What follows belongs to an exercise in optimizing a design on an open flow for small area, a short achievable clock period and few clock cycles; a production flow would make more cautious choices.
RTL that was checked went through simulation tests only; none was proved equivalent to the original.
Function not checked in runs 2 to 5: the RTL went through the layout flow alone.

File: flow/config.mk
export PLATFORM = sky130hd
export DESIGN_NAME = EditDistance
export DESIGN_NICKNAME = EditDistance
export VERILOG_FILES = /design/flow/design.v
export SDC_FILE = /design/flow/constraint.sdc
export NUM_CORES = 4
export LEC_CHECK = 0
export CAP_MARGIN = 20
export CORE_MARGIN = 2
export CORE_UTILIZATION = 40
export SLEW_MARGIN = 20
File: flow/run.sh
#!/bin/bash
# synth_recipe.tcl (not shown) runs the flow's synth.tcl, then flattens the netlist and writes it again
# the make line also repeats each setting of config.mk as NAME=value (left out here)
make -C /OpenROAD-flow-scripts/flow DESIGN_CONFIG=/design/flow/config.mk WORK_HOME=/design/flow/orfs CLKGATE_MAP_FILE= SYNTH_SCRIPT=/design/flow/synth_recipe.tcl finish
File: flow/constraint.sdc
create_clock -name core_clock -period 5.0 [get_ports {clk}]
set_input_delay 1.0000 -clock core_clock [delete_from_list [all_inputs] [get_ports {clk}]]
set_output_delay 1.0000 -clock core_clock [all_outputs]
set_load 0.01 [all_outputs]
File: flow/design.v
`timescale 1ns / 1ps
module EditDistance(
output reg [(32-1):0]addr_rom_0,
input wire [(2-1):0]data_o_0,
output reg [(32-1):0]addr_rom_1,
input wire [(2-1):0]data_o_1,
input wire clk,
input wire rst,
output reg result_en,
output reg [(32-1):0]result_addr,
output reg [(32-1):0]result
);
function [5:0]distance;
input [5:0] a;
input [5:0] b;
input [5:0] c;
input [(2-1):0] x;
input [(2-1):0] y;
reg [5:0] a1;
reg [5:0] b1;
reg [5:0] c1;
begin
    a1=a+1;
    b1=(x==y)?b:(b+2);
    c1=c+1;
    distance=
    (((a1<=b1)&&(a1<=c1))?(a1):(6'd0))|
    (((b1<=c1)&&(b1<=a1))?(b1):(6'd0))|
    (((c1<=a1)&&(c1<=b1))?(c1):(6'd0));
end
endfunction
genvar d,e;
reg [(32-1):0] state;
reg [(32-1):0] delay_addr_0,addr_rom_o_0; 
reg read_en_0,delay_en_0,read_en_o_0; 
always@(posedge clk)begin
    delay_en_0<=read_en_0;   delay_addr_0<=addr_rom_0;
    read_en_o_0<=delay_en_0; addr_rom_o_0<=delay_addr_0;
end
reg [(32-1):0] delay_addr_1,addr_rom_o_1; 
reg read_en_1,delay_en_1,read_en_o_1; 
always@(posedge clk)begin
    delay_en_1<=read_en_1;   delay_addr_1<=addr_rom_1;
    read_en_o_1<=delay_en_1; addr_rom_o_1<=delay_addr_1;
end
localparam [(32-1):0] size_0=32'h668,size_1=32'h3a8; 
reg delay2_en_0[0:(2*16+1)]; 
always@(posedge clk)begin : en_delay
integer a;
if ( rst ) begin
    delay2_en_0[0]<=0;
    for ( a=0 ; a<(2*16+1); a=a+1) delay2_en_0[a+1]<=0;
    result_en<=0;
end else begin
    delay2_en_0[0]<=read_en_0;
    for ( a=0 ; a<(2*16+1); a=a+1) delay2_en_0[a+1]<=delay2_en_0[a];
    result_en<=delay2_en_0[2*16+1]&&(delay2_addr_0[2*16+1]<=(size_0-16));
end
end
reg [(32-1):0] delay2_addr_0[0:(2*16+1)]; 
always@(posedge clk)begin : addr_delay
integer a;
if ( rst ) begin
    delay2_addr_0[0]<=0;
    for ( a=0 ; a<(2*16+1); a=a+1) delay2_addr_0[a+1]<=0;
    result_addr<=0;
end else begin
    delay2_addr_0[0]<=addr_rom_0;
    for ( a=0 ; a<(2*16+1); a=a+1) delay2_addr_0[a+1]<=delay2_addr_0[a];
    result_addr<=delay2_addr_0[2*16+1];
end
end
reg [(2-1):0] fixed_data[0:(16-1)];
always @(posedge clk) begin
if ( read_en_o_1 ) begin 
    fixed_data[addr_rom_o_1[3:0]]<=data_o_1;
end
end
reg [(2-1):0] pipe_data[1:16];
always @(posedge clk) begin : pipe
integer a;
    pipe_data[1]<=data_o_0;
    for ( a=1 ; a<16; a=a+1) begin
        pipe_data[a+1]<=pipe_data[a];
    end
end
wire [5:0] compute_matrix[0:16][0:16];
wire [5:0] diag_matrix[0:16][0:16]; 
assign compute_matrix[0][0]=0; 
assign diag_matrix[0][0]=0;
for ( d=0 ; d<(16); d=d+1) begin : boundary
    assign compute_matrix[d+1][0]=d+1;
    assign compute_matrix[0][d+1]=d+1;
    assign diag_matrix[d+1][0]=d+1;
    assign diag_matrix[0][d+1]=d+1;
end
for ( e=1 ; e<(16+1); e=e+1) begin : row
    for ( d=1 ; d<(16+1); d=d+1) begin : col
        reg [5:0] mcell;
        reg [5:0] dcell;
        always@(posedge clk)begin
            mcell<=distance(
                compute_matrix[e][d-1],diag_matrix[e-1][d-1],compute_matrix[e-1][d],
                pipe_data[d],fixed_data[d-1]
                );
            dcell<=mcell;
        end
        assign compute_matrix[e][d]=mcell;
        assign diag_matrix[e][d]=dcell;
    end
end
always@(posedge clk)begin
    result<=compute_matrix[16][16];
end
always @(posedge clk)begin
if (rst) begin
    state<=0;
    read_en_0<=0;
    addr_rom_0<=0;
    read_en_1<=0;
    addr_rom_1<=0;
end
else if (state==0) begin
	state<=state+1; 
    read_en_0<=0;
    addr_rom_0<=0;
    read_en_1<=0;
    addr_rom_1<=0;
end
else if (state==1) begin 
    state<=state+1; 
    read_en_0<=0;
    addr_rom_0<=0;
    read_en_1<=1; 
    addr_rom_1<=0;
end
else if (state==2) begin 
	if ( addr_rom_1<(16-1) ) begin
        state<=state;
        read_en_0<=0;
        addr_rom_0<=0;
        read_en_1<=1; 
        addr_rom_1<=addr_rom_1+1; 
    end else
    begin
    state<=state+1; 
    read_en_0<=0;
    addr_rom_0<=0;
    read_en_1<=0;
    addr_rom_1<=0;
    end
end
else if (state==3) begin 
    state<=state+1; 
    read_en_0<=1; 
    addr_rom_0<=0;
    read_en_1<=0;
    addr_rom_1<=0;
end
else if (state==4) begin 
	if ( addr_rom_0<(size_0-1) ) begin
        state<=state;
        read_en_0<=1;
        addr_rom_0<=addr_rom_0+1;
        read_en_1<=0; 
        addr_rom_1<=0; 
    end else
    begin
    state<=state+1; 
    read_en_0<=0;
    addr_rom_0<=0;
    read_en_1<=0;
    addr_rom_1<=0;
    end
end
end
endmodule
==> out/metrics.cfg, run 1 <==
[global_route]
grt_usage_pct = 21.8
grt_pass1_wl_um = 1180000
grt_max_degree = 234
grt_pass1_vias = 214000
antenna_found_initial = 11
grt_overflow = 0

[clocking]
cts_tree = built
cts_hold_buf = 0
cts_buffers = 448
clockRootBuffer = clkbuf_16
clkSlewWorstSetupHoldPaths_ns = 0.06
clockBufferDepth = 4
cts_setup_buffers = 0
cts_resized = 0
h-tree-depth = 5
clock_sinks = 4149
clock_latency_ns = 1.10

[critical_path]
cp-end-kind = flop
worstPathRequired_ns = 5.90
worstPathArrival_ns = 5.13
startpoint_type = flop
crit_type = reg2reg
crit_path_max_fanout = 23

[die]
die_w_um = 809
dieArea_mm2 = 0.655
core-area_mm2 = 0.646
rows = 295
die_y_um = 809
initial_core_util_pct = 40.2
io_pins = 135

[routing]
drt-pass1-iter-count = 7
routed_wl_um = 749000
drt-vias-per-instance = 5.63
drt-initial-drc-count = 16000
drc = 0
ant_nets = 0
vias = 220000
wl_per_cell_um = 19.2

[synthesis]
syn_area_mm2 = 0.260
avgSynthCellArea_um2 = 8.78
synth.distinct_cells = 107
ys_ff_latch = 4149
syn-instance-count = 29600
ys.flop_type = dfxtp_1
ys_warn_count = 4
synth_edf_count = 32
synth-async-reset-ratio_pct = 0
ys_seq_area_share_pct = 32.1

[timing]
hold_violations = 0
period_share_pct = 84.7
fin_tns_setup_ns = 0
relSlewSlack_pct = 22.6
worst_pin_slew_ns = 1.16
fmax_ghz = 0.236
rsz0062_at_grt = no
drv_slew = 0
finClkSkew_ns = 0.0951
setup_violations = 0
period_needed_ns = 4.24

[flow_run]
max_cap_viol_count = 0

[run_status]
outcome = finished clean

[layout]
final_nets = 33400
syn2layout_area_growth_pct = 11.2
final_common_cell = dfxtp_1
final_cell_mix = dfxtp_1 (4117), ha_1 (3369), inv_1 (3015)
drive_gt1_share_pct = 4.53
final_core_util_pct = 44.7

[placed_design]
port_buffers = 108
gp_congestion = 0.927
dp_hpwl_um = 593000

[hold_path]
hp-class = reg2reg

worst max-delay path: stages, from the launching register on:
cell	delay, ns
edfxtp_1	0.45
xnor2_2	0.18
nand2_2	0.67
nand4_1	0.21
xnor2_1	0.31
ha_1	0.30
nand2_1	0.09
a21oi_1	0.05
o21a_1	0.18
o31ai_1	0.25
a21boi_0	0.20
o32ai_1	0.75
nor2_1	0.13
a221o_1	0.28
registers in the layout, indices dropped and copies added (netlist names), 32 cells and up:
name,count
addr_rom_0,32
addr_rom_1,32
delay2_addr_0,1088
delay2_en_0,34
fixed_data,32
pipe_data,32
result_addr,32
row.col.dcell,1315
row.col.mcell,1501
state,32
worst paths after layout:
kind	start	end	slack [ns]	cells past startpoint
worst min register to register	row[12].col[15].mcell[5]$_DFF_P_	row[12].col[15].dcell[5]$_DFF_P_	0.32	0
worst max register to register	fixed_data[1][0]$_DFFE_PP_	row[10].col[2].mcell[5]$_DFF_P_	0.76	13
worst min-delay path	row[12].col[15].mcell[5]$_DFF_P_	row[12].col[15].dcell[5]$_DFF_P_	0.32	0
worst max-delay path	fixed_data[1][0]$_DFFE_PP_	row[10].col[2].mcell[5]$_DFF_P_	0.76	13
kinds of logic (layout without fill, tap and decap cells):
| group | after synthesis | after routing | synth area share (%) |
|---|---|---|---|
| DFF | 4149 | 4149 | 32.1 |
| AOI/OAI and AO/OA | 6567 | 6567 | 17.7 |
| and+or+nand+nor | 8612 | 8612 | 16.5 |
| other | 2 | 94 | 0.00289 |
| buffers and inverters | 3429 | 4190 | 5.02 |
| muxes | 41 | 41 | 0.165 |
| xor gates and xnor gates | 3228 | 3228 | 11.6 |
| adders and majority gates | 3535 | 3535 | 16.9 |
layout make-up:
cell class	count	area, µm²
flip-flops and latches	4149	83400
fillers	62500	357000
inverters	3036	11400
clock buffers	598	12600
diodes	9	22.5
well taps	8613	10800
multi-input cells	22100	164000
repair buffers	325	2890
clock inverters	231	3450
routing by layer:
metal | part of all wire, % | routed length, µm | track usage, % | up-vias
met2 | 47 | 352000 | 37.6 | 6330
met1 | 43 | 324000 | 27.4 | 104000
li1 | - | - | - | 107000
met4 | 4.9 | 37000 | 9.62 | 2
met3 | 4.9 | 36800 | 2.32 | 1781
met5 | 0.0017 | 13 | 0 | -
cells in the mapped netlist, types with 43 or more instances:
cell type,instances,area (µm²)
a2111oi_0,223,1950
a211oi_1,63,473
a21boi_0,145,1090
a21o_1,219,1640
a21oi_1,1381,6910
a221o_1,189,1890
a2bb2oi_1,88,771
a31o_2,123,1080
a31oi_1,262,1640
a32o_1,62,621
a32oi_1,117,1020
a41oi_1,154,1350
and2_1,183,1140
and3_1,179,1120
clkbuf_1,299,1120
dfxtp_1,4117,82400
ha_1,3369,42200
inv_1,3018,11300
maj3_1,165,1650
nand2_1,2840,10700
nand2b_1,304,1900
nand3_1,1212,6070
nand4_1,379,2370
nor2_1,963,3610
nor2b_1,1357,8490
nor3_1,361,1810
nor4_1,446,2790
o2111ai_1,112,981
o211ai_1,48,360
o21a_1,280,2100
o21ai_0,1188,5950
o21ai_1,79,395
o221ai_1,1097,9610
o22ai_1,178,1110
o31ai_1,43,323
o32a_1,52,521
o32ai_1,134,1170
or3_1,156,976
or4_1,101,758
xnor2_1,1911,16700
xnor2_2,94,1530
xnor3_1,65,1460
xor2_1,1137,9960
through the flow:
stage | setup slack, ns | std cells | hold slack (ns) | instance area (µm²)
6_report | 0.764 | 39000 | 0.325 | 289000
5_1_grt | 0.622 | 39000 | 0.324 | 289000
4_1_cts | 0.924 | 39000 | 0.305 | 288000
3_5_place_dp | 1.02 | 38200 | 0.313 | 272000
3_3_place_gp | 1.02 | 38200 | 0.312 | 272000
2_1_floorplan | 1.14 | 29600 | 0.310 | 260000
Testbench counts, summed over its fixed seeds: cycles 53,760.
==> run 2, diff against run 1 <==
==> flow/design.v (replaced) <==
`timescale 1ns / 1ps
module EditDistance(
output wire [31:0] addr_rom_0,
input  wire [1:0]  data_o_0,
output wire [31:0] addr_rom_1,
input  wire [1:0]  data_o_1,
input  wire clk,
input  wire rst,
output reg         result_en,
output wire [31:0] result_addr,
output wire [31:0] result
);
localparam P    = 16;         
localparam N    = 1640;       
localparam W    = N - P + 1;  
localparam NB   = 1;          
localparam CW   = P / NB;     
reg        ph;
reg [10:0] cnt;
reg        done;
reg [10:0] raddr;
reg        ld1, ld2;          
always @(posedge clk) begin
    if (rst) begin
        ph    <= 1'b0;
        cnt   <= 11'd0;
        done  <= 1'b0;
        result_en <= 1'b0;
        raddr <= 11'd0;
    end else begin
        if (!ph && cnt[3:0] == 4'd15) begin
            ph  <= 1'b1;
            cnt <= 11'd0;
        end else begin
            cnt <= cnt + 11'd1;
        end
        if (ph && cnt == (11'd19 + NB - 1) && !done)
            result_en <= 1'b1;
        if (result_en) begin
            raddr <= raddr + 11'd1;
            if (raddr == W - 1) begin
                result_en <= 1'b0;
                done <= 1'b1;
            end
        end
    end
end
always @(posedge clk) begin
    ld1 <= !ph;
    ld2 <= ld1;
end
assign addr_rom_0  = {21'd0, cnt};
assign addr_rom_1  = {28'd0, cnt[3:0]};
assign result_addr = {21'd0, raddr};
reg [1:0] pat [0:P-1];
always @(posedge clk) begin : pat_shift
    integer j;
    if (ld2) begin
        pat[P-1] <= data_o_1;
        for (j = 0; j < P-1; j = j + 1) pat[j] <= pat[j+1];
    end
end
wire [1:0] tsel [0:NB-1];
assign tsel[0] = data_o_0;
genvar g;
for (g = 1; g < NB; g = g + 1) begin : tdel
    reg [1:0] q;
    if (g == 1) begin : d1
        always @(posedge clk) q <= data_o_0;
    end else begin : dn
        always @(posedge clk) q <= tdel[g-1].q;
    end
    assign tsel[g] = q;
end
reg [P-1:0] m;
always @(posedge clk) begin : match
    integer j;
    for (j = 0; j < P; j = j + 1) m[j] <= (tsel[j / CW] == pat[j]);
end
wire [P-1:0] nbr [0:P];
assign nbr[0] = {P{1'b1}};
genvar r, k, c;
for (r = 1; r <= P; r = r + 1) begin : row
    reg [P-1:0] nbq;
    wire [NB:0] aout;              
    reg  [NB:0] aq;
    assign aout[0] = 1'b0;
    always @(posedge clk) aq <= aout;
    for (k = 0; k < NB; k = k + 1) begin : blk
        wire [CW:0] a;
        assign a[0] = (k == 0) ? 1'b0 : aq[k];
        for (c = 0; c < CW; c = c + 1) begin : cl
            assign a[c+1] = nbr[r-1][k*CW+c] & (m[k*CW+c] | a[c]);
            always @(posedge clk)
                nbq[k*CW+c] <= a[c] | (~m[k*CW+c] & nbr[r-1][k*CW+c]);
        end
        assign aout[k+1] = a[CW];
    end
    assign nbr[r] = nbq;
end
function [4:0] pop;
input [P-1:0] v;
integer j;
begin
    pop = 5'd0;
    for (j = 0; j < P; j = j + 1) pop = pop + v[j];
end
endfunction
reg [4:0] acc [0:NB-1];
for (k = 0; k < NB; k = k + 1) begin : sum
    wire [P-1:0] part = nbr[P] & ({{(P-CW){1'b0}}, {CW{1'b1}}} << (k*CW));
    always @(posedge clk)
        acc[k] <= (k == 0 ? 5'd0 : acc[k == 0 ? 0 : k-1]) + pop(part);
end
assign result = {26'd0, acc[NB-1], 1'b0};
endmodule
==> run 2 against run 1 <==
Critical path depth is 2 lower; register-to-register slack better by 0.96 ns; sequential share of layout area rose by 15 points; global-route usage is 7.0 points lower; sequential cell count down 3813; count of clock-buffer cells in the layout down 539; setup slack better by 0.96 ns; highest routed layer is now met4.
==> out/metrics.cfg, run 2 <==
[clocking]
clock_latency_ns = 0.53
cts_setup_buffers = 0
cts_tree = built
clockRootBuffer = clkbuf_16
cts_hold_buf = 0
cts_buffers = 37
clockBufferDepth = 3
h-tree-depth = 2
clkSlewWorstSetupHoldPaths_ns = 0.06
cts_resized = 0
clock_sinks = 336

[hold_path]
hp-start = ld1$_DFF_P_
hp-class = reg2reg

[critical_path]
crit_start = row[16].nbq[0]$_DFF_P_
r2r_start = row[16].nbq[0]$_DFF_P_
cp-end-kind = flop
cpPeakStageDelay_ns = 0.53
crit_path_top_delay_cell = fa_1
cp_cell_sequence = fa_1 -> inv_1 -> fa_1 -> fa_1 -> fa_1 -> inv_1 -> ha_1 -> inv_1 -> fa_1 -> nor2b_1 -> o21a_1
crit_type = reg2reg
cp_num_buf_inv = 3
crit_path_max_fanout = 2
crit_top_cell = fa_1
cp_top_family = adder cells
worstPathRequired_ns = 5.47
worstPathArrival_ns = 3.75
ff2ff_setup_slack_ns = 1.72
startpoint_type = flop

[die]
die_w_um = 196
io_pins = 135
initial_core_util_pct = 40.4
die_y_um = 196
rows = 70
core-area_mm2 = 0.0364
dieArea_mm2 = 0.0384

[run_status]
outcome = finished clean

[timing]
setup_violations = 0
finClkSkew_ns = 0.0119
relSlewSlack_pct = 34.5
period_needed_ns = 3.28
fin_tns_setup_ns = 0
fmax_ghz = 0.305
rsz0062_at_grt = no
period_share_pct = 65.6
drv_slew = 0
hold_violations = 0
worst_pin_slew_ns = 0.957

[synthesis]
yosysTopAreaCell = dfxtp_1
syn_area_mm2 = 0.0147
synthTopCellsByCount = dfxtp_1 (304), inv_1 (166), o21ai_0 (155)
ys_ff_latch = 336
synth.distinct_cells = 50
ys_top_cells_by_area = dfxtp_1 (41%), edfxtp_1 (6.5%), o21ai_0 (5.3%), buf_4 (5.2%), inv_1 (4.2%)
yosys.area.top_type_share_pct = 41.3
synth-async-reset-ratio_pct = 0
ys.flop_type = dfxtp_1
ys_warn_count = 3
ys_seq_area_share_pct = 47.8
yosysMostFrequentCell = dfxtp_1
avgSynthCellArea_um2 = 9.11
syn-instance-count = 1617
synth_edf_count = 32

[layout]
final_nets = 1643
instances_no_fill = 2115
reg_top3 = row.nbq: 256 flops, pat: 32 flops, m: 16 flops
fill_cells = 3514
num_antenna_cells = 0
regMostFlops = row.nbq
final_common_cell = dfxtp_1
drive_gt1_share_pct = 6.01
syn2layout_area_growth_pct = 10.2
final_cell_mix = dfxtp_1 (302), inv_1 (166), o21ai_0 (155)
final_core_util_pct = 44.6
largest_reg_flops = 256

[routing]
drt-pass1-iter-count = 5
drt-initial-drc-count = 428
routed_wl_um = 28900
wl_per_cell_um = 13.7
ant_nets = 0
drc = 0
drt-vias-per-instance = 5.10
vias = 10800

[placed_design]
dp_cells = 2048
port_buffers = 37
dp_hpwl_um = 20500
gp_congestion = 0.830

[global_route]
grt_max_degree = 64
grt_overflow = 0
grt_pass1_wl_um = 47800
grt_pass1_vias = 10300
grt_usage_pct = 14.8
antenna_found_initial = 0

[flow_run]
max_cap_viol_count = 0

[run 2: cell count changes in the layout (fill, tap and decap cells not counted), moves of 410 or more]
cell / previous run / this run
nor2_1: 960 / 69
ha_1: 3369 / 8
nand2_1: 2828 / 77
dfxtp_1: 4117 / 302
nor2b_1: 1357 / 16
nand3_1: 1212 / 38
xnor2_1: 1883 / 6
o21ai_0: 1188 / 155
xor2_1: 1103 / 42
o221ai_1: 1097 / 39
nor4_1: 446 / 4
a21oi_1: 1381 / 123
clkbuf_16: 449 / 39
inv_1: 3015 / 166
[run 2: path summary, 6_finish.rpt]
kind,to,cells after the start
min reg2reg,ld2$_DFF_P_,0
max,acc[0][4]$_DFF_P_,11
min,ld2$_DFF_P_,0
max reg2reg,acc[0][4]$_DFF_P_,11
[run 2: kinds of logic after synthesis]
logic type / Yosys count / share of synthesized area, %
adder cells (fa/ha/maj): 18 / 2.04
AND/OR/NAND/NOR: 300 / 10.1
XOR/XNOR: 48 / 2.85
other: 1 / 0.0255
multiplexers: 1 / 0.0679
AO/OA/AOI/OAI: 563 / 25.3
flip-flops: 336 / 47.8
buffers and inverters: 350 / 11.8
[run 2: per-layer routing]
metal | vias up | share of wire [%] | global-route usage [%]
met5 | - | 0 | 0
met4 | 0 | 2.3 | 5.58
met3 | 50 | 3.6 | 2.70
met2 | 147 | 50 | 27.2
met1 | 5149 | 44 | 17.1
li1 | 5433 | - | -
[run 2: final cells by class]
class / count / area [µm²] / area share [%]
Tap cell: 468 / 586 / 3.61
Multi-Input combinational cell: 1027 / 6310 / 38.9
Clock buffer: 59 / 1120 / 6.91
Sequential cell: 336 / 7050 / 43.4
Inverter: 168 / 631 / 3.88
Timing Repair Buffer: 49 / 460 / 2.84
Clock inverter: 8 / 70.1 / 0.432
[run 2: metrics by stage]
stage | setup slack, ns | hold WS, ns | instance area (µm²)
after floorplan | 1.84 | 0.310 | 15100
after global placement | 1.74 | 0.313 | 15000
after detailed placement | 1.72 | 0.322 | 15000
after CTS | 1.70 | 0.328 | 16200
after global routing | 1.57 | 0.340 | 16200
final | 1.72 | 0.326 | 16200
[run 2: worst reg2reg max path, stage by stage, from the launching register on]
cell	delay, ns
dfxtp_1	0.31
fa_1	0.53
inv_1	0.06
fa_1	0.48
fa_1	0.53
fa_1	0.41
inv_1	0.07
ha_1	0.16
inv_1	0.06
fa_1	0.40
nor2b_1	0.13
o21a_1	0.11
==> run 3, diff against run 2 <==
--- a/flow/design.v
+++ b/flow/design.v
@@ -14,5 +14,5 @@
 localparam N    = 1640;       
 localparam W    = N - P + 1;  
-localparam NB   = 1;          
+localparam NB   = 2;          
 localparam CW   = P / NB;     
 reg        ph;
@@ -35,5 +35,5 @@
             cnt <= cnt + 11'd1;
         end
-        if (ph && cnt == (11'd19 + NB - 1) && !done)
+        if (ph && cnt == (11'd19 + NB) && !done)
             result_en <= 1'b1;
         if (result_en) begin
@@ -99,18 +99,24 @@
     assign nbr[r] = nbq;
 end
-function [4:0] pop;
-input [P-1:0] v;
+function [3:0] pop8;
+input [7:0] v;
 integer j;
 begin
-    pop = 5'd0;
-    for (j = 0; j < P; j = j + 1) pop = pop + v[j];
+    pop8 = 4'd0;
+    for (j = 0; j < 8; j = j + 1) pop8 = pop8 + v[j];
 end
 endfunction
-reg [4:0] acc [0:NB-1];
-for (k = 0; k < NB; k = k + 1) begin : sum
-    wire [P-1:0] part = nbr[P] & ({{(P-CW){1'b0}}, {CW{1'b1}}} << (k*CW));
-    always @(posedge clk)
-        acc[k] <= (k == 0 ? 5'd0 : acc[k == 0 ? 0 : k-1]) + pop(part);
+wire [3:0] pal [0:1];
+for (k = 0; k < 2; k = k + 1) begin : half
+    localparam DL = NB - 1 - (k * 8) / CW;    
+    reg [3:0] pc [0:DL];
+    always @(posedge clk) pc[0] <= pop8(nbr[P][k*8 +: 8]);
+    for (c = 1; c <= DL; c = c + 1) begin : dly
+        always @(posedge clk) pc[c] <= pc[c-1];
+    end
+    assign pal[k] = pc[DL];
 end
-assign result = {26'd0, acc[NB-1], 1'b0};
+reg [4:0] zeros;
+always @(posedge clk) zeros <= pal[0] + pal[1];
+assign result = {26'd0, zeros, 1'b0};
 endmodule
==> run 3 against run 2 <==
Non-clock buffer count shrank 1; routed wire length shrank 8.9%; count of clock-buffer cells in the layout shrank 4; largest cell class unchanged; via count shrank 10%; register-to-register slack better by 0.59 ns; first-iteration DRC count up 6.3%; cell count decreased by 4.2%; synthesized cell count is 6.1% lower; critical path type unchanged; worst hold slack about the same.
==> out/metrics.cfg, run 3 <==
[critical_path]
ff2ff_setup_slack_ns = 2.30
cp_cell_sequence = fa_1 -> inv_1 -> fa_1 -> fa_1 -> inv_1 -> ha_1 -> inv_1 -> fa_1 -> xnor2_1
cp-end-kind = flop
cp_top_family = adder cells
path_depth = 9
crit_path_top_delay_cell = fa_1
worstPathArrival_ns = 3.08
crit_top_cell = fa_1
cpPeakStageDelay_ns = 0.53
cp_num_buf_inv = 3
crit_path_max_fanout = 2
startpoint_type = flop
worst-r2r-cell-count = 9
worstPathRequired_ns = 5.39
crit_type = reg2reg

[timing]
hold_violations = 0
period_needed_ns = 2.70
rsz0062_at_grt = no
drv_slew = 0
period_share_pct = 53.9
finClkSkew_ns = 0.0163
relSlewSlack_pct = 29.8
worst_pin_slew_ns = 1.05
fin_tns_setup_ns = 0
setup_violations = 0
fmax_ghz = 0.371

[placed_design]
dp_cells = 1964
gp_congestion = 0.746
port_buffers = 37
dp_hpwl_um = 17700

[layout]
final_nets = 1564
syn2layout_area_growth_pct = 10.0
final_cell_mix = dfxtp_1 (333), inv_1 (174), o21ai_0 (163)
final_core_util_pct = 44.4
regMostFlops = row.nbq
reg_top3 = row.nbq: 256 flops, pat: 32 flops
instances_no_fill = 2027
largest_reg_flops = 256
final_common_cell = dfxtp_1
drive_gt1_share_pct = 6.99
num_antenna_cells = 0

[synthesis]
synthTopCellsByCount = dfxtp_1 (334), inv_1 (174), o21ai_0 (163)
ys_ff_latch = 366
ys_warn_count = 4
yosys.area.top_type_share_pct = 45.5
ys_top_cells_by_area = dfxtp_1 (45%), edfxtp_1 (6.5%), o21ai_0 (5.5%), buf_4 (5.4%), inv_1 (4.4%)
ys_seq_area_share_pct = 52.0
yosysMostFrequentCell = dfxtp_1
synth_edf_count = 32
avgSynthCellArea_um2 = 9.69
yosysTopAreaCell = dfxtp_1
syn_area_mm2 = 0.0147
ys.flop_type = dfxtp_1
synth-async-reset-ratio_pct = 0
syn-instance-count = 1518
synth.distinct_cells = 52

[die]
dieArea_mm2 = 0.0383
die_y_um = 196
die_w_um = 196
rows = 70
initial_core_util_pct = 40.4
core-area_mm2 = 0.0364
io_pins = 135

[routing]
ant_nets = 0
drt-vias-per-instance = 4.78
drc = 0
drt-initial-drc-count = 455
drt-pass1-iter-count = 5
vias = 9686
routed_wl_um = 26300
wl_per_cell_um = 13.0

[global_route]
grt_pass1_wl_um = 44600
grt_pass1_vias = 9083
antenna_found_initial = 0
grt_usage_pct = 13.7
grt_overflow = 0
grt_max_degree = 49

[clocking]
cts_resized = 0
clock_sinks = 366
cts_hold_buf = 0
clockRootBuffer = clkbuf_16
cts_buffers = 37
clkSlewWorstSetupHoldPaths_ns = 0.06
clock_latency_ns = 0.51
cts_tree = built
cts_setup_buffers = 0
clockBufferDepth = 3
h-tree-depth = 2

[hold_path]
hold_depth = 0
hp-class = reg2reg

[run_status]
outcome = finished clean

[flow_run]
max_cap_viol_count = 0

run 3: cells by family after synthesis:
| group | after synthesis | share of synthesized area [%] |
|---|---|---|
| simple gates | 239 | 8.51 |
| mux | 1 | 0.0681 |
| xor+xnor | 53 | 3.16 |
| other cells | 1 | 0.0255 |
| fa+ha+maj | 23 | 2.42 |
| compound gates | 494 | 22.0 |
| flops | 366 | 52.0 |
| buf+inv | 341 | 11.8 |
run 3: per-layer routing:
metal  track usage [%]  wire, µm  vias up
li1                  -         -     4992
met1              19.7     13500     4541
met2              21.2     11500      112
met3              2.29       845       41
met4              3.82       518        0
met5                 0         0        -
run 3: path summary, 6_finish.rpt:
path                              end                    from
min reg2reg               ld2$_DFF_P_             ld1$_DFF_P_
max reg2reg  half[1].pc[0][2]$_DFF_P_  row[16].nbq[8]$_DFF_P_
max          half[1].pc[0][2]$_DFF_P_  row[16].nbq[8]$_DFF_P_
min                       ld2$_DFF_P_             ld1$_DFF_P_
run 3: stage by stage:
stage	instance area, µm²	hold slack, ns	setup WS, ns
2_1_floorplan	15100	0.310	2.40
4_1_cts	16200	0.332	2.29
5_1_grt	16200	0.337	2.15
3_3_place_gp	15000	0.321	2.35
6_report	16200	0.326	2.30
3_5_place_dp	15000	0.319	2.29
run 3: layout make-up:
cell class | count | area, µm²
fill | 3512 | 20300
timing repair buffer | 48 | 453
sequential | 366 | 7650
multi-input combinational | 907 | 5690
clock buffer | 55 | 1070
clock inverter | 8 | 67.6
inverter | 175 | 657
tap | 468 | 586
run 3: worst register-to-register path, delay by kind of cell, from the launching register on:
family | cells | cell delay [ns]
xor gates and xnor gates | 1 | 0.14
DFF | 1 | 0.31
buffers and inverters | 3 | 0.18
adders and majority gates | 5 | 1.96
==> run 4, diff against run 3 <==
--- a/flow/design.v
+++ b/flow/design.v
@@ -78,24 +78,37 @@
     for (j = 0; j < P; j = j + 1) m[j] <= (tsel[j / CW] == pat[j]);
 end
-wire [P-1:0] nbr [0:P];
-assign nbr[0] = {P{1'b1}};
+wire [P-1:0] vr [0:P];
 genvar r, k, c;
+for (k = 0; k < P; k = k + 1) begin : top
+    assign vr[0][k] = (k % 2 == 1);           
+end
 for (r = 1; r <= P; r = r + 1) begin : row
-    reg [P-1:0] nbq;
+    reg [P-1:0] vq;
     wire [NB:0] aout;              
     reg  [NB:0] aq;
+    always @(posedge clk) aq <= aout;
     assign aout[0] = 1'b0;
-    always @(posedge clk) aq <= aout;
     for (k = 0; k < NB; k = k + 1) begin : blk
-        wire [CW:0] a;
-        assign a[0] = (k == 0) ? 1'b0 : aq[k];
+        wire [CW:0] a;                 
+        assign a[0] = (k == 0) ? ((r % 2) == 1) : aq[k];
         for (c = 0; c < CW; c = c + 1) begin : cl
-            assign a[c+1] = nbr[r-1][k*CW+c] & (m[k*CW+c] | a[c]);
-            always @(posedge clk)
-                nbq[k*CW+c] <= a[c] | (~m[k*CW+c] & nbr[r-1][k*CW+c]);
+            localparam J = k*CW + c;
+            wire mm = m[J];
+            wire v  = vr[r-1][J];
+            if ((r + J) % 2 == 0) begin : ev
+                assign a[c+1] = ~((mm | a[c]) & v);
+                always @(posedge clk) vq[J] <= ~((~mm & v) | a[c]);
+            end else begin : od
+                assign a[c+1] = ~((a[c] & ~mm) | v);
+                always @(posedge clk) vq[J] <= ~((mm | v) & a[c]);
+            end
         end
         assign aout[k+1] = a[CW];
     end
-    assign nbr[r] = nbq;
+    assign vr[r] = vq;
+end
+wire [P-1:0] nbr16;
+for (k = 0; k < P; k = k + 1) begin : fix
+    assign nbr16[k] = (k % 2 == 0) ? ~vr[P][k] : vr[P][k];
 end
 function [3:0] pop8;
@@ -111,5 +124,5 @@
     localparam DL = NB - 1 - (k * 8) / CW;    
     reg [3:0] pc [0:DL];
-    always @(posedge clk) pc[0] <= pop8(nbr[P][k*8 +: 8]);
+    always @(posedge clk) pc[0] <= pop8(nbr16[k*8 +: 8]);
     for (c = 1; c <= DL; c = c + 1) begin : dly
         always @(posedge clk) pc[c] <= pc[c-1];
--- a/flow/config.mk
+++ b/flow/config.mk
@@ -9,3 +9,4 @@
 export CORE_MARGIN = 2
 export CORE_UTILIZATION = 40
+export SETUP_SLACK_MARGIN = 2.8
 export SLEW_MARGIN = 20
==> run 4 against run 3 <==
Count of clock-buffer cells in the layout grew 1; routed wire length shrank 3.2%; core utilization grew 0.78 points; synthesized cell count shrank 5.1%; sequential share of layout area grew 0.83 points; critical path depth grew 1; design area shrank 1.2%; area after synthesis shrank 2.9%; setup slack lost 0.041 ns.
==> out/metrics.cfg, run 4 <==
[run_status]
outcome = finished clean

[global_route]
grt_usage_pct = 14.0
grt_pass1_vias = 9570
antenna_found_initial = 0
grt_pass1_wl_um = 44000
grt_max_degree = 35
grt_overflow = 0

[critical_path]
crit_type = reg2reg
cp_num_buf_inv = 5
worstPathArrival_ns = 3.15
cpPeakStageDelay_ns = 0.52
cp-end-kind = flop
crit_path_top_delay_cell = fa_1
cp_top_family = adder cells
startpoint_type = flop
crit_path_max_fanout = 2
worstPathRequired_ns = 5.41
cp_cell_sequence = inv_2 -> fa_1 -> inv_1 -> fa_1 -> fa_1 -> inv_2 -> ha_4 -> inv_2 -> fa_2 -> inv_1

[hold_path]
hp-class = reg2reg

[layout]
drive_gt1_share_pct = 10.8
syn2layout_area_growth_pct = 12.0
regMostFlops = row.vq
final_common_cell = dfxtp_1
final_nets = 1494
final_cell_mix = dfxtp_1 (309), o21ai_0 (141), a21oi_1 (134)
stdcell_area_mm2 = 0.0160
instances_no_fill = 1955
reg_top3 = row.vq: 256 flops, pat: 32 flops
largest_reg_flops = 256
num_antenna_cells = 0

[routing]
drt-vias-per-instance = 4.96
vias = 9696
wl_per_cell_um = 13.0
drc = 0
ant_nets = 0
routed_wl_um = 25500
drt-initial-drc-count = 446
drt-pass1-iter-count = 5

[synthesis]
syn_area_mm2 = 0.0143
synth_edf_count = 32
syn-instance-count = 1441
ys.flop_type = dfxtp_1
ys_top_cells_by_area = dfxtp_1 (47%), edfxtp_1 (6.7%), buf_4 (5.5%), o21ai_0 (4.9%), a21oi_1 (4.8%)
yosysTopAreaCell = dfxtp_1
ys_ff_latch = 366
ys_warn_count = 4
avgSynthCellArea_um2 = 9.91
yosys.area.top_type_share_pct = 46.8
synthTopCellsByCount = dfxtp_1 (334), o21ai_0 (141), a21oi_1 (136)
ys_seq_area_share_pct = 53.6
synth.distinct_cells = 60
synth-async-reset-ratio_pct = 0
yosysMostFrequentCell = dfxtp_1

[timing]
hold_slack_ns = 0.327
rsz0062_at_grt = yes
setup_violations = 0
relSlewSlack_pct = 35.2
hold_violations = 0
period_needed_ns = 2.74
finClkSkew_ns = 0.00910
drv_slew = 0
worst_pin_slew_ns = 0.969
fin_ws_ns = 2.26
period_share_pct = 54.7
fin_tns_setup_ns = 0
fmax_ghz = 0.365

[clocking]
clockBufferDepth = 3
cts_buffers = 38
h-tree-depth = 2
clock_sinks = 366
clockRootBuffer = clkbuf_16
clock_latency_ns = 0.51
cts_tree = built
clkSlewWorstSetupHoldPaths_ns = 0.06

[flow_run]
max_cap_viol_count = 0

[die]
dieArea_mm2 = 0.0372
rows = 69
core-area_mm2 = 0.0354
die_y_um = 193
initial_core_util_pct = 40.3
io_pins = 135
die_w_um = 193

[placed_design]
placed_area_mm2 = 0.0146
port_buffers = 37
dp_cells = 1883
dpl_worst_slack_ns = 2.24
dp_hpwl_um = 17400
gp_congestion = 0.756

## run 4: changes by cell type in the layout (fill, tap and decap cells not counted), moves of 28 or more
cell             delta
clkdlybuf4s50_1    -32
inv_1              -80
nand2_1            +35
a21o_1             -46
o21ai_1            -51
a21oi_1            +68
nor2_1             +28
## run 4: worst reg2reg max path: stages, from the launching register on
cell	delay, ns
dfxtp_2	0.32
inv_2	0.03
fa_1	0.52
inv_1	0.05
fa_1	0.50
fa_1	0.43
inv_2	0.08
ha_4	0.13
inv_2	0.04
fa_2	0.51
inv_1	0.03
## run 4: routing by layer
layer	GRT usage (%)	vias up	part of all wire, %
met5	0	-	0
met4	4.52	0	2.3
met3	2.21	51	3.0
met2	24.7	131	48
met1	17.5	4663	47
li1	-	4851	-
## run 4: cell type report
| cell class | instances | area, µm² |
|---|---|---|
| fillers | 3366 | 19400 |
| well taps | 461 | 577 |
| clock inverters | 13 | 140 |
| clock buffers | 56 | 1140 |
| flip-flops and latches | 366 | 7690 |
| multi-input cells | 903 | 5590 |
| inverters | 104 | 390 |
| repair buffers | 52 | 455 |
## run 4: cell families (layout without fill, tap and decap cells)
| group | after synthesis | after routing | synth area share, % |
|---|---|---|---|
| mux | 1 | 1 | 0.0701 |
| compound gates | 469 | 469 | 21.3 |
| fa+ha+maj | 23 | 23 | 2.49 |
| simple gates | 260 | 260 | 9.16 |
| flops | 366 | 366 | 53.6 |
| other cells | 1 | 97 | 0.0263 |
| xor+xnor | 53 | 53 | 3.25 |
| buf+inv | 268 | 225 | 10.1 |
## run 4: final timing paths
path / startpoint / end / slack [ns] / cells after the start
min reg2reg: half[0].pc[0][0]$_DFF_P_ / half[0].pc[1][0]$_DFF_P_ / 0.33 / 0
max reg2reg: row[16].vq[8]$_DFF_P_ / half[1].pc[0][1]$_DFF_P_ / 2.26 / 10
max: row[16].vq[8]$_DFF_P_ / half[1].pc[0][1]$_DFF_P_ / 2.26 / 10
min: half[0].pc[0][0]$_DFF_P_ / half[0].pc[1][0]$_DFF_P_ / 0.33 / 0
## run 4: timing repair
| action | in CTS | in global routing |
|---|---|---|
| endpoints found under the hold margin | 0 | 0 |
| pin swaps | 2 | 1 |
| gates resized for setup | 87 | 21 |
| endpoints found under the setup margin | 43 | 40 |
| hold buffers | 0 | 0 |
| setup buffers | 2 | 1 |
## run 4: metrics by stage
stage | util (%)
after floorplan | -
after global placement | 41.3
after detailed placement | 41.3
after CTS | 45.1
after global routing | 45.2
final | 45.2
==> run 5, diff against run 4 <==
--- a/flow/config.mk
+++ b/flow/config.mk
@@ -9,4 +9,3 @@
 export CORE_MARGIN = 2
 export CORE_UTILIZATION = 40
-export SETUP_SLACK_MARGIN = 2.8
 export SLEW_MARGIN = 20
==> run 5 against run 4 <==
Still clean on timing, DRC and antenna; fmax is essentially flat; routed wire length grew 2.4%; register-to-register slack about the same; core utilization decreased by 0.35 points; design area decreased by 0.77%; critical path depth did not move; cell count decreased by 0.36%; first-iteration DRC count fell by 4.7%; sequential cell count unchanged.
==> out/metrics.cfg, run 5 <==
[run_status]
outcome = finished clean

[global_route]
grtUsageMet2_pct = 24.5
antenna_found_initial = 0
use_met1_pct = 18.3
grt_use_met3_pct = 2.90
grt.busiest_layer = met2
grt_max_degree = 35
grt_overflow = 0
grt_pass1_vias = 9521
grt_pass1_wl_um = 44800
grt_usage_pct = 14.4

[critical_path]
cp_num_buf_inv = 4
crit_type = reg2reg
cp-end-kind = flop
crit_path_max_fanout = 2
worst-r2r-cell-count = 10
worstPathArrival_ns = 3.15
crit_path_top_delay_cell = fa_1
startpoint_type = flop
cp_top_family = adder cells
cp_cell_sequence = inv_1 -> fa_1 -> inv_1 -> fa_1 -> fa_1 -> inv_1 -> ha_1 -> inv_1 -> fa_1 -> xnor2_1
cpPeakStageDelay_ns = 0.53
worstPathRequired_ns = 5.41
path_depth = 10

[layout]
instances_no_fill = 1948
final_common_cell = dfxtp_1
reg_top3 = row.vq: 256 flops, pat: 32 flops
final_nets = 1489
stdcell_area_mm2 = 0.0159
syn2layout_area_growth_pct = 11.1
fill_cells = 3386
final-seq-area_mm2 = 0.00765
final_core_util_pct = 44.8
multi_input_area_mm2 = 0.00555
num_antenna_cells = 0
largest_reg_flops = 256
final_cell_mix = dfxtp_1 (334), o21ai_0 (141), a21oi_1 (136)
drive_gt1_share_pct = 8.00
regMostFlops = row.vq

[timing]
fmax_ghz = 0.365
hold_violations = 0
finClkSkew_ns = 0.0210
drv_slew = 0
period_needed_ns = 2.74
rsz0062_at_grt = no
relSlewSlack_pct = 35.6
setup_violations = 0
fin_ws_ns = 2.26
period_share_pct = 54.7
hold_slack_ns = 0.325
worst_pin_slew_ns = 0.957
fin_tns_setup_ns = 0

[routing]
drt-pass1-iter-count = 4
drt-initial-drc-count = 425
routed_wl_um = 26100
drt-vias-per-instance = 4.95
wl_per_cell_um = 13.4
drc = 0
vias = 9643
ant_nets = 0

[clocking]
clkSlewWorstSetupHoldPaths_ns = 0.06
clock_latency_ns = 0.52
cts_buffers = 37
cts_resized = 0
clockRootBuffer = clkbuf_16
clockBufferDepth = 3
cts_setup_buffers = 0
cts_tree = built
cts_hold_buf = 0
h-tree-depth = 2
clock_sinks = 366

[die]
io_pins = 135
die_y_um = 193
core-area_mm2 = 0.0354
dieArea_mm2 = 0.0372
initial_core_util_pct = 40.3
die_w_um = 193
rows = 69

[placed_design]
dp_cells = 1882
dp_hpwl_um = 17800
gp_congestion = 0.749
placed_area_mm2 = 0.0146
port_buffers = 37
dpl_worst_slack_ns = 2.25

[synthesis]
avgSynthCellArea_um2 = 9.91
syn_area_mm2 = 0.0143
syn-instance-count = 1441
yosys.area.top_type_share_pct = 46.8
yosysTopAreaCell = dfxtp_1
synth.distinct_cells = 60
yosysMostFrequentCell = dfxtp_1
synth_edf_count = 32
synth-async-reset-ratio_pct = 0
ys_top_cells_by_area = dfxtp_1 (47%), edfxtp_1 (6.7%), buf_4 (5.5%), o21ai_0 (4.9%), a21oi_1 (4.8%)
ys_seq_area_share_pct = 53.6
ys.flop_type = dfxtp_1
ys_warn_count = 4
ys_ff_latch = 366
synthTopCellsByCount = dfxtp_1 (334), o21ai_0 (141), a21oi_1 (136)

[flow_run]
max_cap_viol_count = 0

[hold_path]
hold_depth = 0
hp-class = reg2reg

==> run 5: cell types whose count changed in the layout (fill, tap and decap cells not counted), sizes merged <==
| cell | before | now |
|---|---|---|
| buf | 15 | 11 |
| bufinv | 3 | 1 |
| clkbuf | 61 | 54 |
| clkdlybuf4s15 | 17 | 0 |
| clkdlybuf4s50 | 5 | 37 |
| clkinv | 10 | 11 |
| clkinvlp | 1 | 2 |
| dlygate4sd2 | 10 | 0 |
| inv | 103 | 102 |
==> run 5: final timing paths <==
path	slack [ns]	startpoint	endpoint
max	2.26	row[16].vq[8]$_DFF_P_	half[1].pc[0][2]$_DFF_P_
min reg2reg	0.33	half[0].pc[0][1]$_DFF_P_	half[0].pc[1][1]$_DFF_P_
max reg2reg	2.26	row[16].vq[8]$_DFF_P_	half[1].pc[0][2]$_DFF_P_
min	0.33	half[0].pc[0][1]$_DFF_P_	half[0].pc[1][1]$_DFF_P_
==> run 5: layout make-up <==
class | instances | area share (%)
clock inverter | 12 | 0.639
timing repair buffer | 48 | 2.86
sequential | 366 | 48.2
multi-input combinational | 903 | 35.0
clock buffer | 54 | 7.20
tap | 461 | 3.64
inverter | 104 | 2.46
==> run 5: cells by family (layout without fill, tap and decap cells) <==
family	after synthesis	count (layout)	share of synthesized area, %
xor+xnor	53	53	3.25
flops	366	366	53.6
other cells	1	97	0.0263
fa+ha+maj	23	23	2.49
mux	1	1	0.0701
compound gates	469	469	21.3
buf+inv	268	218	10.1
simple gates	260	260	9.16
==> run 5: per-layer routing <==
metal / vias up / wire length [µm]
li1: 4834 / -
met1: 4622 / 12300
met2: 145 / 12400
met3: 42 / 911
met4: 0 / 514
met5: - / 0
==> run 6, diff against run 5 <==
--- a/flow/design.v
+++ b/flow/design.v
@@ -112,17 +112,42 @@
     assign nbr16[k] = (k % 2 == 0) ? ~vr[P][k] : vr[P][k];
 end
-function [3:0] pop8;
+localparam HALF = 8;
+localparam G    = P / HALF;
+function [3:0] popg;
 input [7:0] v;
-integer j;
+reg [7:0] s;
+reg x;
 begin
-    pop8 = 4'd0;
-    for (j = 0; j < 8; j = j + 1) pop8 = pop8 + v[j];
+    s = v;
+    x = s[0] & s[1]; s[1] = s[0] | s[1]; s[0] = x;
+    x = s[2] & s[3]; s[3] = s[2] | s[3]; s[2] = x;
+    x = s[0] & s[2]; s[2] = s[0] | s[2]; s[0] = x;
+    x = s[1] & s[3]; s[3] = s[1] | s[3]; s[1] = x;
+    x = s[1] & s[2]; s[2] = s[1] | s[2]; s[1] = x;
+    x = s[4] & s[5]; s[5] = s[4] | s[5]; s[4] = x;
+    x = s[6] & s[7]; s[7] = s[6] | s[7]; s[6] = x;
+    x = s[4] & s[6]; s[6] = s[4] | s[6]; s[4] = x;
+    x = s[5] & s[7]; s[7] = s[5] | s[7]; s[5] = x;
+    x = s[5] & s[6]; s[6] = s[5] | s[6]; s[5] = x;
+    x = s[0] & s[4]; s[4] = s[0] | s[4]; s[0] = x;
+    x = s[2] & s[6]; s[6] = s[2] | s[6]; s[2] = x;
+    x = s[2] & s[4]; s[4] = s[2] | s[4]; s[2] = x;
+    x = s[1] & s[5]; s[5] = s[1] | s[5]; s[1] = x;
+    x = s[3] & s[7]; s[7] = s[3] | s[7]; s[3] = x;
+    x = s[3] & s[5]; s[5] = s[3] | s[5]; s[3] = x;
+    x = s[1] & s[2]; s[2] = s[1] | s[2]; s[1] = x;
+    x = s[3] & s[4]; s[4] = s[3] | s[4]; s[3] = x;
+    x = s[5] & s[6]; s[6] = s[5] | s[6]; s[5] = x;
+    popg[0] = (s[7] & ~s[6]) | (s[5] & ~s[4]) | (s[3] & ~s[2]) | (s[1] & ~s[0]);
+    popg[1] = (s[6] & ~s[5]) | (s[5] & ~s[4]) | (s[2] & ~s[1]) | (s[1] & ~s[0]);
+    popg[2] = (s[4] & ~s[3]) | (s[3] & ~s[2]) | (s[2] & ~s[1]) | (s[1] & ~s[0]);
+    popg[3] = (s[0]);
 end
 endfunction
-wire [3:0] pal [0:1];
-for (k = 0; k < 2; k = k + 1) begin : half
-    localparam DL = NB - 1 - (k * 8) / CW;    
-    reg [3:0] pc [0:DL];
-    always @(posedge clk) pc[0] <= pop8(nbr16[k*8 +: 8]);
+wire [4-1:0] pal [0:G-1];
+for (k = 0; k < G; k = k + 1) begin : grp
+    localparam DL = NB - 1 - (k * HALF) / CW;    
+    reg [4-1:0] pc [0:DL];
+    always @(posedge clk) pc[0] <= popg(nbr16[k*HALF +: HALF]);
     for (c = 1; c <= DL; c = c + 1) begin : dly
         always @(posedge clk) pc[c] <= pc[c-1];
@@ -131,5 +156,11 @@
 end
 reg [4:0] zeros;
-always @(posedge clk) zeros <= pal[0] + pal[1];
+always @(posedge clk) begin : tot
+    integer j;
+    reg [4:0] z;
+    z = 5'd0;
+    for (j = 0; j < G; j = j + 1) z = z + pal[j];
+    zeros <= z;
+end
 assign result = {26'd0, zeros, 1'b0};
 endmodule
--- a/flow/config.mk
+++ b/flow/config.mk
@@ -9,3 +9,5 @@
 export CORE_MARGIN = 2
 export CORE_UTILIZATION = 40
+export CTS_BUF_LIST = sky130_fd_sc_hd__clkbuf_8
+export CTS_CLUSTER_SIZE = 30
 export SLEW_MARGIN = 20
==> run 6 against run 5 <==
Setup slack improved by 0.028 ns; die area decreased by 3.1%; global-route usage decreased by 0.53 points; still clean; clock skew increased by 0.020 ns; critical endpoint is now result_en; count of clock-buffer cells in the layout increased by 16; sequential cell count unchanged; non-clock buffer count decreased by 6; via count increased by 0.19%; core utilization about the same; register-to-register slack improved by 0.22 ns.
==> out/metrics.cfg, run 6 <==
[run_status]
outcome = finished clean

[clocking]
cts_resized = 0
cts_tree = built
clockRootBuffer = clkbuf_8
clkSlewWorstSetupHoldPaths_ns = 0.06
clock_latency_ns = 0.60
cts_hold_buf = 0
h-tree-depth = 2
clockBufferDepth = 3
cts_setup_buffers = 0
cts_buffers = 57
clock_sinks = 366

[timing]
fin_ws_ns = 2.29
fin_tns_setup_ns = 0
finClkSkew_ns = 0.0412
period_needed_ns = 2.71
worst_pin_slew_ns = 0.807
hold_slack_ns = 0.326
setup_violations = 0
fmax_ghz = 0.369
relSlewSlack_pct = 46.1
rsz0062_at_grt = no
period_share_pct = 54.2
drv_slew = 0
hold_violations = 0

[routing]
routed_wl_um = 25200
ant_nets = 0
vias = 9661
drt-initial-drc-count = 467
drc = 0
drt-vias-per-instance = 4.86
drt-pass1-iter-count = 5
wl_per_cell_um = 12.7

[synthesis]
synthTopCellsByCount = dfxtp_1 (334), a21oi_1 (181), o21ai_0 (153)
ys_ff_latch = 366
yosysTopAreaCell = dfxtp_1
syn-instance-count = 1448
synth.distinct_cells = 59
yosysMostFrequentCell = dfxtp_1
synth-async-reset-ratio_pct = 0
avgSynthCellArea_um2 = 9.55
ys.flop_type = dfxtp_1
ys_warn_count = 4
ys_top_cells_by_area = dfxtp_1 (48%), edfxtp_1 (6.9%), a21oi_1 (6.5%), o21ai_0 (5.5%), buf_4 (5.5%)
synth_edf_count = 32
syn_area_mm2 = 0.0138
yosys.area.top_type_share_pct = 48.3
ys_seq_area_share_pct = 55.3

[critical_path]
crit_path_max_fanout = 8
cp_top_family = buffers and inverters
crit_path_top_delay_cell = clkdlybuf4s50_1
cp-end-kind = output port
cp_num_buf_inv = 1
worstPathArrival_ns = 1.71
startpoint_type = flop
cpPeakStageDelay_ns = 0.61
cp_cell_sequence = clkdlybuf4s50_1
crit_type = reg2out
worstPathRequired_ns = 4.00

[global_route]
grt_pass1_vias = 8853
grt_usage_pct = 13.9
grt_max_degree = 33
grt_overflow = 0
grt_pass1_wl_um = 42700
antenna_found_initial = 0

[layout]
final_common_cell = dfxtp_1
num_antenna_cells = 0
final-seq-area_mm2 = 0.00765
final_cell_mix = dfxtp_1 (334), a21oi_1 (181), o21ai_0 (153)
reg_top3 = row.vq: 256 flops, pat: 32 flops
regMostFlops = row.vq
final_nets = 1510
drive_gt1_share_pct = 6.65
largest_reg_flops = 256
syn2layout_area_growth_pct = 11.2
stdcell_area_mm2 = 0.0154
fill_cells = 3323
multi_input_area_mm2 = 0.00536

[die]
initial_core_util_pct = 40.3
rows = 68
core-area_mm2 = 0.0343
die_y_um = 190
die_w_um = 190
dieArea_mm2 = 0.0361
io_pins = 135

[placed_design]
placed_area_mm2 = 0.0142
port_buffers = 37
dpl_worst_slack_ns = 2.44
gp_congestion = 0.767
dp_hpwl_um = 17400

[hold_path]
hp-class = reg2reg

[flow_run]
max_cap_viol_count = 0

[run 6: cell types whose count changed after synthesis, sizes merged, moves of 9 or more]
cell / delta
nor2: +30
buf: -17
a21oi: +45
o21ba: -16
a21o: -23
inv: -49
a221oi: -10
a2bb2oi: +9
nand2: +24
[run 6: final cells by class]
cell class	instances	area share, %
flip-flops and latches	366	49.7
multi-input cells	964	34.8
clock buffers	70	6.26
well taps	455	3.70
repair buffers	42	2.65
inverters	60	1.46
clock inverters	32	1.36
[run 6: final timing paths]
check | slack [ns] | start | cells after the start | end
worst max register to register | 2.48 | m[9]$_DFF_P_ | 6 | row[4].vq[14]$_DFF_P_
worst min register to register | 0.33 | ld1$_DFF_P_ | 0 | ld2$_DFF_P_
worst min-delay path | 0.33 | ld1$_DFF_P_ | 0 | ld2$_DFF_P_
worst max-delay path | 2.29 | result_en$_SDFF_PP0_ | 1 | result_en
[run 6: cells by family (layout without fill, tap and decap cells)]
family	Yosys count	in the layout	synth area share, %
other	1	97	0.0271
buffers and inverters	214	204	8.57
flip-flops	366	366	55.3
XOR/XNOR	50	50	3.17
AO/OA/AOI/OAI	477	477	20.4
multiplexers	2	2	0.145
adder cells (fa/ha/maj)	14	14	1.30
AND/OR/NAND/NOR	324	324	11.1
[run 6: metrics by stage]
step | util, % | std cells
2_1_floorplan | - | 1544
3_3_place_gp | 41.4 | 1887
3_5_place_dp | 41.4 | 1887
4_1_cts | 44.9 | 1989
5_1_grt | 44.9 | 1989
6_report | 44.9 | 1989
[run 6: layer usage]
metal  global-route usage [%]  routed length (µm)  vias up
met5                        0                   0        -
met2                     22.4               11300      193
met3                     2.58                1050       38
li1                         -                   -     4946
met4                     4.41                 422        0
met1                     18.8               12500     4484
Testbench counts of run 6, summed over its fixed seeds: cycles 53,248.
==> run 7, diff against run 6 <==
--- a/flow/config.mk
+++ b/flow/config.mk
@@ -6,8 +6,11 @@
 export NUM_CORES = 4
 export LEC_CHECK = 0
+export ABC_CLOCK_PERIOD_IN_PS = 1500
 export CAP_MARGIN = 20
 export CORE_MARGIN = 2
 export CORE_UTILIZATION = 40
-export CTS_BUF_LIST = sky130_fd_sc_hd__clkbuf_8
+export CTS_BUF_LIST = sky130_fd_sc_hd__clkbuf_16
+export CTS_CLUSTER_DIAMETER = 100
 export CTS_CLUSTER_SIZE = 30
+export SETUP_SLACK_MARGIN = 2.9
 export SLEW_MARGIN = 20
==> run 7 against run 6 <==
Still clean on timing, DRC and antenna; worst hold slack improved by 0.012 ns; core utilization decreased by 1.1 points; setup slack improved by 0.62 ns; sequential cell count unchanged; synthesized cell count unchanged; register-to-register slack improved by 0.43 ns; area after synthesis unchanged; clock skew decreased by 0.015 ns; first-iteration DRC count decreased by 1.9%; via count decreased by 1.9%; highest routed layer unchanged.
==> out/metrics.cfg, run 7 <==
[run_status]
outcome = finished clean

[timing]
period_share_pct = 41.7
relSlewSlack_pct = 50.9
fmax_ghz = 0.479
finClkSkew_ns = 0.0260
fin_tns_setup_ns = 0
hold_violations = 0
setup_violations = 0
worst_pin_slew_ns = 0.735
drv_slew = 0
period_needed_ns = 2.09
rsz0062_at_grt = yes

[layout]
final_cell_mix = dfxtp_1 (288), a21oi_1 (179), o21ai_0 (150)
final_nets = 1502
drive_gt1_share_pct = 12.1
largest_reg_flops = 256
multi_input_area_mm2 = 0.00549
fill_cells = 3316
final_common_cell = dfxtp_1
regMostFlops = row.vq
final_core_util_pct = 43.8
syn2layout_area_growth_pct = 8.55
num_antenna_cells = 0
final-seq-area_mm2 = 0.00775
reg_top3 = row.vq: 256 flops, pat: 32 flops

[synthesis]
yosys.area.top_type_share_pct = 48.3
ys_warn_count = 4
synth.distinct_cells = 59
ys_ff_latch = 366
avgSynthCellArea_um2 = 9.55
ys_seq_area_share_pct = 55.3
yosysMostFrequentCell = dfxtp_1
ys.flop_type = dfxtp_1
ys_top_cells_by_area = dfxtp_1 (48%), edfxtp_1 (6.9%), a21oi_1 (6.5%), o21ai_0 (5.5%), buf_4 (5.5%)
synthTopCellsByCount = dfxtp_1 (334), a21oi_1 (181), o21ai_0 (153)
yosysTopAreaCell = dfxtp_1
syn_area_mm2 = 0.0138
synth_edf_count = 32
synth-async-reset-ratio_pct = 0
syn-instance-count = 1448

[die]
die_w_um = 190
core-area_mm2 = 0.0343
initial_core_util_pct = 40.3
dieArea_mm2 = 0.0361
io_pins = 135
rows = 68
die_y_um = 190

[placed_design]
gp_congestion = 0.769
port_buffers = 37
dp_hpwl_um = 17400

[routing]
drc = 0
wl_per_cell_um = 12.9
routed_wl_um = 25100
drt-pass1-iter-count = 5
ant_nets = 0
drt-initial-drc-count = 458
vias = 9478
drt-vias-per-instance = 4.88

[global_route]
antenna_found_initial = 0
grt_usage_pct = 13.7
use_met1_pct = 18.9
grt_use_met3_pct = 1.66
grt_pass1_wl_um = 42600
grt_max_degree = 33
grtUsageMet2_pct = 23.1
grt_overflow = 0
grt_pass1_vias = 8778
grt.busiest_layer = met2

[flow_run]
max_cap_viol_count = 0

[clocking]
clock_sinks = 366
cts_tree = built
clockBufferDepth = 3
clkSlewWorstSetupHoldPaths_ns = 0.11
cts_buffers = 16
clockRootBuffer = clkbuf_16
clock_latency_ns = 0.52
h-tree-depth = 1
cts_hold_buf = 0

[critical_path]
worstPathArrival_ns = 2.49
cp-end-kind = flop
worstPathRequired_ns = 5.41
crit_type = reg2reg
r2r_start = row[16].vq[8]$_DFF_P_
crit_path_max_fanout = 5
startpoint_type = flop
ff2ff_setup_slack_ns = 2.91
crit_start = row[16].vq[8]$_DFF_P_
worst-r2r-cell-count = 9
r2r_end = grp[1].pc[0][0]$_DFF_P_

[hold_path]
min_to = grp[0].pc[1][1]$_DFF_P_
hp-start = grp[0].pc[0][1]$_DFF_P_
hp-class = reg2reg
hold_depth = 0

==> run 7: cell counts after synthesis <==
No cell type changed its count.
==> run 7: through the flow <==
stage / hold slack (ns) / instances / instance area, µm² / worst slack (ns)
after detailed placement: 0.312 / 1887 / 14200 / 2.47
after global placement: 0.311 / 1887 / 14200 / 2.49
after floorplan: 0.310 / 1544 / 14200 / 2.91
after global routing: 0.347 / 1944 / 15000 / 2.79
after CTS: 0.338 / 1935 / 14900 / 2.76
final: 0.338 / 1944 / 15000 / 2.91
==> run 7: kinds of logic (layout without fill, tap and decap cells) <==
group / after synthesis / count (layout) / synth area share, %
other: 1 / 97 / 0.0271
AND/OR/NAND/NOR: 324 / 324 / 11.1
AO/OA/AOI/OAI: 477 / 477 / 20.4
XOR/XNOR: 50 / 50 / 3.17
buffers and inverters: 214 / 159 / 8.57
adder cells (fa/ha/maj): 14 / 14 / 1.30
multiplexers: 2 / 2 / 0.145
flip-flops: 366 / 366 / 55.3
==> run 7: area by class of cell <==
type	instances	share of cell area [%]
clock buffer	16	2.67
clock inverter	8	0.400
inverter	60	1.62
multi-input combinational	964	36.5
sequential	366	51.6
tap	455	3.79
timing repair buffer	74	3.33
timing repair inverter	1	0.0333
==> run 7: layer usage <==
layer  wire [µm]  vias up
met5           0        -
met4         334        0
met3         769       30
met2       11400      145
met1       12600     4409
li1            -     4894
==> run 7: worst max path at each step <==
stage / end / cells after the start
6_report: grp[1].pc[0][0]$_DFF_P_ / 9
5_1_grt: grp[1].pc[0][0]$_DFF_P_ / 9
4_1_cts: result_en / 1
3_5_place_dp: cnt[8]$_SDFF_PP0_ / 3
3_3_place_gp: cnt[6]$_SDFF_PP0_ / 3
2_1_floorplan: grp[1].pc[0][2]$_DFF_P_ / 7
==> run 7: timing repair <==
| item | in CTS | in global routing |
|---|---|---|
| gates cloned | 0 | 1 |
| setup endpoints to repair | 163 | 99 |
| setup buffers | 24 | 8 |
| gates resized for setup | 167 | 57 |
| pin swaps | 2 | 10 |
==> run 7: worst max-delay path, stage by stage (launching register included) <==
cell and delay [ns]:
dfxtp_4 0.38, nor3b_4 0.23, nand2_2 0.14, a21oi_2 0.16, o21ai_1 0.06, o21ai_1 0.13
nand2_1 0.08, ha_2 0.19, nor3b_1 0.13, or4_1 0.48

[what the ideal ports hide]
Ports are ideal in the flow. The routed layouts listed here were re-timed in OpenROAD. Step 1: set_driving_cell puts a clkbuf_16 on clk and a buf_2 on each other input, an assumption about the parent block. Step 2, shift: input delay + t, output delay - t, t = (earliest + latest rising clock arrival at the registers) / 2. This alone moves slack from input paths to output paths. Three values: no drivers, after step 1, after step 2; two values: the first two.
run | t (ns) | setup slack, ns | hold WS [ns] | worst slew at a driven data input, ns
run 1 | 1.166 | 0.764 / 0.764 / 0.764 | 0.325 / 0.308 / 0.325 | 0.05
run 2 | 0.571 | 1.719 / 1.719 / 1.719 | 0.326 / 0.326 / 0.326 | 0.03
run 3 | 0.552 | 2.304 / 2.280 / 2.304 | 0.326 / 0.326 / 0.326 | 0.03
run 4 | 0.558 | 2.263 / 2.263 / 2.263 | 0.327 / 0.327 / 0.327 | 0.03
run 5 | 0.564 | 2.264 / 2.264 / 2.264 | 0.325 / 0.325 / 0.325 | 0.03
run 6 | 0.629 | 2.292 / 2.244 / 2.466 | 0.326 / 0.326 / 0.326 | 0.03
run 7 | 0.561 | 2.914 / 2.886 / 2.471 | 0.338 / 0.338 / 0.338 | 0.03
After both steps setup and hold are still met in every run listed. For run 7, which loses most, drivers alone change the setup slack by -0.028 ns; drivers and shift together by -0.443 ns.
